This is an optimization exercise on Yosys and OpenROAD, whose aim is small area, not a production implementation.
In this exercise RTL edits were held to simulation tests only and were not proved equivalent to the original.
Power figures rest on the tool's default switching activity, not on a simulated workload.

`flow/config.mk`:
```
export PLATFORM = sky130hd
export DESIGN_NAME = slave_controller
export DESIGN_NICKNAME = slave_controller
export VERILOG_FILES = /design/flow/design.v
export SDC_FILE = /design/flow/constraint.sdc
export NUM_CORES = 4
export LEC_CHECK = 0
export CAP_MARGIN = 0
export CORE_MARGIN = 2
export CORE_UTILIZATION = 40
export SLEW_MARGIN = 0
```
`flow/constraint.sdc`:
```
create_clock -name core_clock -period 4.0 [get_ports {clk}]
set_input_delay 0.8000 -clock core_clock [delete_from_list [all_inputs] [get_ports {clk}]]
set_output_delay 0.8000 -clock core_clock [all_outputs]
set_load 0.01 [all_outputs]
```
`flow/design.v`:
```
module motor_controller (input clk, input reset, input dir, input on, input [16-1:0] duty_counter, input [15:0] duty_cycle, output [3:0] out);
  reg dir_reg;
  function less;
    input [15:0] a, b;
    integer k;
    begin
      less = 1'b0;
      for (k = 0; k < 16; k = k + 1)
        less = (b[k] & ~a[k]) | ((b[k] | ~a[k]) & less);
    end
  endfunction
  always @(posedge clk)
    if (reset)
      dir_reg <= 1'b0;
    else
      dir_reg <= dir ^ (on & less(duty_counter, duty_cycle));
  motor_internal mi(clk, reset, dir_reg, on, out);
endmodule
module motor_internal (input clk, input reset, input dir, input on, output [3:0] out);
  localparam [6:0] FIRST = 7'b1110111;
  localparam [6:0] LAST  = 7'b1001100;    
  reg [6:0] c;
  wire show = ~c[6] & ~c[5] & ~c[3] & ~c[2];      
  wire at_end = ~c[6] & ~c[5] & c[4] & ~c[2];     
  wire start = show & ~c[4];
  wire [1:0] prev_in = c[1:0];
  wire change = {dir, on} != prev_in;
  always @(posedge clk)
    if (reset)
      c <= LAST;
    else if (at_end)
      c <= {2'b00, ~change, 2'b00, prev_in};      
    else if (start)
      c <= FIRST;
    else if (c == LAST)
      c <= {5'b00110, dir, on};                    
    else
      c <= {c[5:0], c[6] ^ c[2]};
  wire d = prev_in[1];
  wire o = prev_in[0];
  assign out = show ? {d, ~d & o, d ^ o, d & o} : 4'b0000;
endmodule
module slave_controller(input clk, input reset, input chipselect, input write, input [3:0]addr, input [31:0] writedata, output [23:0] GPIO_out);
  reg [11:0] in;
  reg [6*16-1:0] duty_cycle;
  reg [15:0] period;
  reg [16-1:0] duty_counter;
  wire wen = chipselect & write;
  wire [15:0] wd = writedata[15:0] & {16{~reset}};
  wire [3:0] hi = {4{reset}} | ({4{wen}} & (4'b0001 << addr[3:2]));
  wire [3:0] lo = {4{reset}} | (4'b0001 << addr[1:0]);
  integer k;
  always @(posedge clk)
  begin
    for (k = 0; k < 6; k = k + 1)
    begin
      if (hi[k / 4] & lo[k % 4])
        in[2*k +: 2] <= wd[1:0];
      if (hi[(k + 8) / 4] & lo[(k + 8) % 4])
        duty_cycle[16*k +: 16] <= wd;
    end
    if (hi[3] & lo[2])
      period <= wd;
  end
  reg [16-1:0] duty_counter_n;
  always @(posedge clk)
    if (reset || duty_counter == period)
      duty_counter_n <= {16{1'b1}};
    else
      duty_counter_n <= duty_counter_n - 1'b1;
  always @*
    duty_counter = ~duty_counter_n;
  generate
  genvar i;
    for (i=0; i<6; i=i+1)
      begin : motor_control_loop
        motor_controller mc(clk, reset, in[i*2 + 1], in[i*2], duty_counter, duty_cycle[(i+1)*16-1:i*16], GPIO_out[i*4+3:i*4]);
      end
  endgenerate
endmodule
```
`flow/flow/run.sh`:
```
#!/bin/bash
# Layout flow: the standard synthesis, then the combinational logic is
# mapped again for area (flip-flops untouched), then the standard layout steps.
set -euo pipefail
W=$(pwd)
F=$W/flow
R=$W/orfs/results/$FLOW_PLATFORM/slave_controller/base
L=$W/orfs/logs/$FLOW_PLATFORM/slave_controller/base

bash standard.sh synth > $W/synth.log 2>&1

cp $R/1_2_yosys.v $W/std_netlist.v
export REMAP_LIB=$(ls $FLOW_HOME/platforms/$FLOW_PLATFORM/lib/sky130_fd_sc_hd__tt_025C_1v80.lib)
export REMAP_DONTUSE="$(grep -o '\-dont_use [^ ]*' $L/1_2_yosys.log | sort -u | tr '\n' ' ')"
export REMAP_IN=$W/std_netlist.v
export REMAP_OUT=$W/remap_netlist.v
export REMAP_SCRIPT=$F/area.abc
export REMAP_D=3000
yosys -c $F/remap.tcl > $W/remap.log 2>&1
cp $W/remap_netlist.v $R/1_2_yosys.v
rm -f $R/1_synth.odb $R/1_synth.sdc

bash standard.sh finish "BUFFER_PORTS_ARGS=-buffer_cell sky130_fd_sc_hd__buf_1" \
  "CTS_ARGS=-sink_clustering_enable -repair_clock_nets -buf_list sky130_fd_sc_hd__clkbuf_8 -dont_use_dummy_load" \
  > $W/layout.log 2>&1
```
`flow/flow/area.abc`:
```
strash; dc2; &get -n; &deepsyn -T 180; &put; dch -f; &get -n; &nf -R 1000 {D}; &put; topo; stime
```
`flow/flow/remap.tcl`:
```
# Re-map the combinational logic of a mapped netlist for area, keeping every
# flip-flop instance (name, cell type, connections) as it is.
# env: REMAP_IN, REMAP_OUT, REMAP_LIB, REMAP_SCRIPT (abc script), REMAP_D (abc -D)
yosys read_liberty -ignore_miss_func $::env(REMAP_LIB)
# keep sequential cells as black boxes
foreach m {dfxtp dfxbp edfxtp edfxbp dfrtp dfrbp dfstp dfbbp dfsbp sdfxtp sdfxbp sedfxtp dlxtp dlxbp dlxtn dlrtp dlclkp sdlclkp dfrtn sdfrtp sdfstp sdfbbp sdfrbp sdfsbp sedfxbp dlrbp dlrbn dlrtn dlxbn} {
  catch { yosys blackbox sky130_fd_sc_hd__${m}_* }
}
yosys read_verilog -overwrite $::env(REMAP_IN)
yosys hierarchy -top slave_controller
yosys flatten
yosys opt -purge
yosys stat
yosys abc -liberty $::env(REMAP_LIB) -script $::env(REMAP_SCRIPT) -D $::env(REMAP_D) {*}$::env(REMAP_DONTUSE)
yosys opt_clean -purge
yosys setundef -zero
yosys hilomap -singleton -hicell sky130_fd_sc_hd__conb_1 HI -locell sky130_fd_sc_hd__conb_1 LO
yosys insbuf -buf sky130_fd_sc_hd__buf_4 A X
yosys splitnets
yosys opt_clean -purge
yosys tee -o $::env(REMAP_OUT).stat stat -liberty $::env(REMAP_LIB)
yosys write_verilog -noattr -nohex -nodec $::env(REMAP_OUT)
```
`flow/standard.sh`:
```
#!/bin/bash
# synth_recipe.tcl (not shown) runs the flow's synth.tcl, then flattens the netlist and writes it again
# the make line also repeats each setting of config.mk as NAME=value (left out here)
make -C /OpenROAD-flow-scripts/flow DESIGN_CONFIG=/design/flow/config.mk WORK_HOME=/design/flow/orfs CLKGATE_MAP_FILE= SYNTH_SCRIPT=/design/flow/synth_recipe.tcl "${@:-finish}"
```
==> results.txt <==
[routing by layer]
layer | wire [um] | global-route usage [%] | vias to the layer above
met3 | 916 | 3.72 | 21
met4 | 280 | 5.47 | 0
li1 | - | - | 2664
met5 | 0 | 0 | -
met2 | 7990 | 27.2 | 167
met1 | 7910 | 23.8 | 2670
[how the worst min path moves through the flow]
stage,end,depth (start not counted),slack [ps],startpoint
floorplan,motor_control_loop[3].mc.dir_reg$_SDFF_PP0_,1,420,in[7]$_DFFE_PP_
global placement,motor_control_loop[3].mc.dir_reg$_SDFF_PP0_,1,450,in[7]$_DFFE_PP_
detailed placement,motor_control_loop[3].mc.dir_reg$_SDFF_PP0_,1,460,in[7]$_DFFE_PP_
CTS,motor_control_loop[3].mc.dir_reg$_SDFF_PP0_,1,480,in[7]$_DFFE_PP_
global route,motor_control_loop[3].mc.dir_reg$_SDFF_PP0_,1,500,in[7]$_DFFE_PP_
finish,motor_control_loop[3].mc.dir_reg$_SDFF_PP0_,1,470,in[7]$_DFFE_PP_
[report_power, final]
| part | internal (W) | total [W] | switching (W) |
|---|---|---|---|
| Clock | 0.000376 | 0.000933 | 0.000557 |
| Combinational | 0.000134 | 0.000321 | 0.000187 |
| Sequential | 0.00226 | 0.00240 | 0.000136 |
| Total | 0.00277 | 0.00365 | 0.000880 |
[critical path: cells and delay by family, from the launching register on]
family	cells	cell delay (ps)
and+or+nand+nor	9	2870
DFF	1	470
xor gates and xnor gates	1	150
[placed cells by master (no fill, tap or decap), types with 6 or more instances in the layout]
cell type,instances
sky130_fd_sc_hd__xor2_1,9
sky130_fd_sc_hd__buf_1,46
sky130_fd_sc_hd__nor2b_1,20
sky130_fd_sc_hd__a22oi_1,24
sky130_fd_sc_hd__or3_1,7
sky130_fd_sc_hd__or2_0,8
sky130_fd_sc_hd__o221ai_1,6
sky130_fd_sc_hd__nor4_1,10
sky130_fd_sc_hd__clkinv_1,10
sky130_fd_sc_hd__xnor2_1,17
sky130_fd_sc_hd__a211oi_1,8
sky130_fd_sc_hd__nor2_1,67
sky130_fd_sc_hd__o21bai_1,8
sky130_fd_sc_hd__clkbuf_8,17
sky130_fd_sc_hd__o211ai_1,11
sky130_fd_sc_hd__a21oi_1,43
sky130_fd_sc_hd__edfxtp_1,124
sky130_fd_sc_hd__a221oi_1,13
sky130_fd_sc_hd__and2_0,13
sky130_fd_sc_hd__nand2_1,22
sky130_fd_sc_hd__o22ai_1,27
sky130_fd_sc_hd__o21ai_0,30
sky130_fd_sc_hd__dfxtp_1,64
sky130_fd_sc_hd__nand3_1,14
sky130_fd_sc_hd__o21a_1,6
sky130_fd_sc_hd__nor3_1,25
sky130_fd_sc_hd__buf_4,10
sky130_fd_sc_hd__a2111oi_0,7
sky130_fd_sc_hd__and3_1,7
[area by class of cell]
type,count,area [um^2],area share [%]
Sequential cell,188,5000,58.5
Multi-Input combinational cell,442,2680,31.3
Tap cell,260,325,3.80
Timing Repair Buffer,58,273,3.19
Clock buffer,17,234,2.73
Inverter,10,37.5,0.439
[per-stage QoR]
| step | worst slack [ps] | instance area, um^2 | hold WS [ps] | power (W) | cells |
|---|---|---|---|---|---|
| 2_1_floorplan | 618 | 7720 | 423 | 0.00262 | 640 |
| 3_3_place_gp | 516 | 8320 | 447 | 0.00274 | 958 |
| 3_5_place_dp | 442 | 8320 | 462 | 0.00276 | 958 |
| 4_1_cts | 425 | 8560 | 479 | 0.00368 | 975 |
| 5_1_grt | 176 | 8560 | 496 | 0.00381 | 975 |
| 6_report | 405 | 8560 | 473 | 0.00365 | 975 |
==> parameters.txt <==
Parameter                              Value

STA
  Share of the clock period used by the worst path after layout ... 89.9%
  RSZ-0062 raised after global routing ... false
  Period minus WS final ... 3600 ps
  Fin. Hold Viols ... 0
  Setup-violating endpoint count in the final report ... 0
  Highest achievable clock rate ... 278 MHz
  Largest clock skew in the final design ... 28.1 ps
  Slew at the pin closest to its max-slew limit ... 977 ps
  Number of max-slew violations in the final report ... 0
  Headroom to the max-slew limit ... 34.3%
  Sum of negative setup slack ... 0 ps

Clocking
  Maximum root-to-sink buffer count ... 2
  Insertion delay of the later-clocked pin in the worst-skew pair ... 460 ps
  Count of instances resized after the clock tree is built ... 0
  Count of clock tree sinks ... 188
  Buffers inserted during post-CTS setup optimization ... 0
  Hold-fix buffer count after cts ... 0
  CTS tree ... yes
  Clk root buf ... sky130_fd_sc_hd__clkbuf_8
  Number of buffers inserted during clock tree synthesis ... 17
  CTS H-tree lvls ... 4
  Clock-pin slew on the worst setup and hold paths ... 80 ps

Die
  Chip height ... 143 um
  Horiz. Die Dim ... 143 um
  Boundary pin count ... 64
  Starting density of the core ... 41.0%
  Floorplan row count ... 50
  Die area ... 0.0204 mm^2
  CORE AREA ... 0.0188 mm^2

Routing
  DRT antenna net count ... 0
  Number of remaining DRC errors ... 0
  Routed length per instance ... 17.5 um
  Pre-Repair DR Iteration Count ... 5
  Via/cell ratio ... 5.66
  Total detailed-routing wirelength ... 17100 um
  Total number of vias ... 5522
  DR iter-0 viols ... 442

Global routing
  Gr ovfl total ... 0
  Total global routing track utilization ... 17.2%
  Pin count of the biggest net entering global routing ... 59
  Global-route wire length before repair ... 27000 um
  Vias in the first global route ... 5111
  Antenna violations before repair ... 0

Hold path
  Class of the tightest hold or removal check ... reg -> reg

Placed design
  Weighted congestion at the end of routability-driven global placement ... 0.831
  HPWL Detailed ... 11300 um
  Count of port buffers added during placement ... 47

Setup path
  Slack of the worst reg-to-reg path ... 400 ps
  Worst path slowest cell ... sky130_fd_sc_hd__dfxtp_1
  Critical Path Start ... duty_counter_n[2]$_SDFF_PP1_
  Worst EP required ... 4340 ps
  Last element of the critical path ... duty_counter_n[15]$_SDFF_PP1_
  Register-to-Register Path Depth ... 10
  Worst Setup End Kind ... flip-flop
  Cell-by-cell listing of the critical path ... or3_1 > or3_1 > or3_1 > or3_1 > or3_1 > or2_0 > or3_1 > nor2_1 > xnor2_1 > nand2_1
  Max stage delay on crit path ... 470 ps
  Most repeated library cell on the critical path ... sky130_fd_sc_hd__or3_1
  CP Class ... reg -> reg
  Kind of launch point of the worst setup path ... flip-flop
  Crit Path Max Fanout ... 15
  Terminus of the critical flop-to-flop path ... duty_counter_n[15]$_SDFF_PP1_
  Startpoint of the worst register-to-register path ... duty_counter_n[2]$_SDFF_PP1_
  Data arrival time of the critical path ... 3940 ps

Job
  Number of max-capacitance violations reported ... 0

Power
  Static Leak ... 2.74 nW
  Worst voltage drop across the vdd grid ... 247 uV
  Pwr dens ... 427 mW/mm^2

Layout
  Relative area change from synthesis to final layout ... 10.8%
  Number of inserted filler cells in the final layout ... 1715
  Fraction of final layout cells sized beyond drive strength 1 ... 4.06%
  Regs by FF count ... duty_cycle x96, motor_control_loop.mc.mi.c x42
  Max FFs per register ... 96
  Ant diodes ... 0
  Largest Register ... duty_cycle
  NumNets Final ... 757
  Final core area utilization ... 45.4%

Synth
  Synth Warn # ... 3
  Synth Area per Inst ... 12.1 um^2
  Synthesized netlist net count ... 680
  Post-Synthesis Cell Area ... 0.00772 mm^2
  Post-synthesis instance total ... 640

Outcome
  Status ... finished clean

re-timing with driven ports:
The results above use ideal ports. As a check the final layout listed here was re-extracted and re-timed, cells and wires unchanged. Step 1 assumes that a clkbuf_16 drives the clock port and a buf_2 every other input. Step 2 also shifts input and output timing later by t, the mid clock arrival at the registers, as if the neighbouring blocks saw the same clock. Slacks: no drivers / after step 1 / after step 2; pairs: no drivers / after step 1.
t (ns): 0.487
setup slack, ns: 0.405 / 0.405 / 0.405
worst setup path at the end: register to register
After both steps this run still meets setup and hold. The setup slack of this run moves by 0.000 ns with the drivers and by 0.000 ns with both steps.
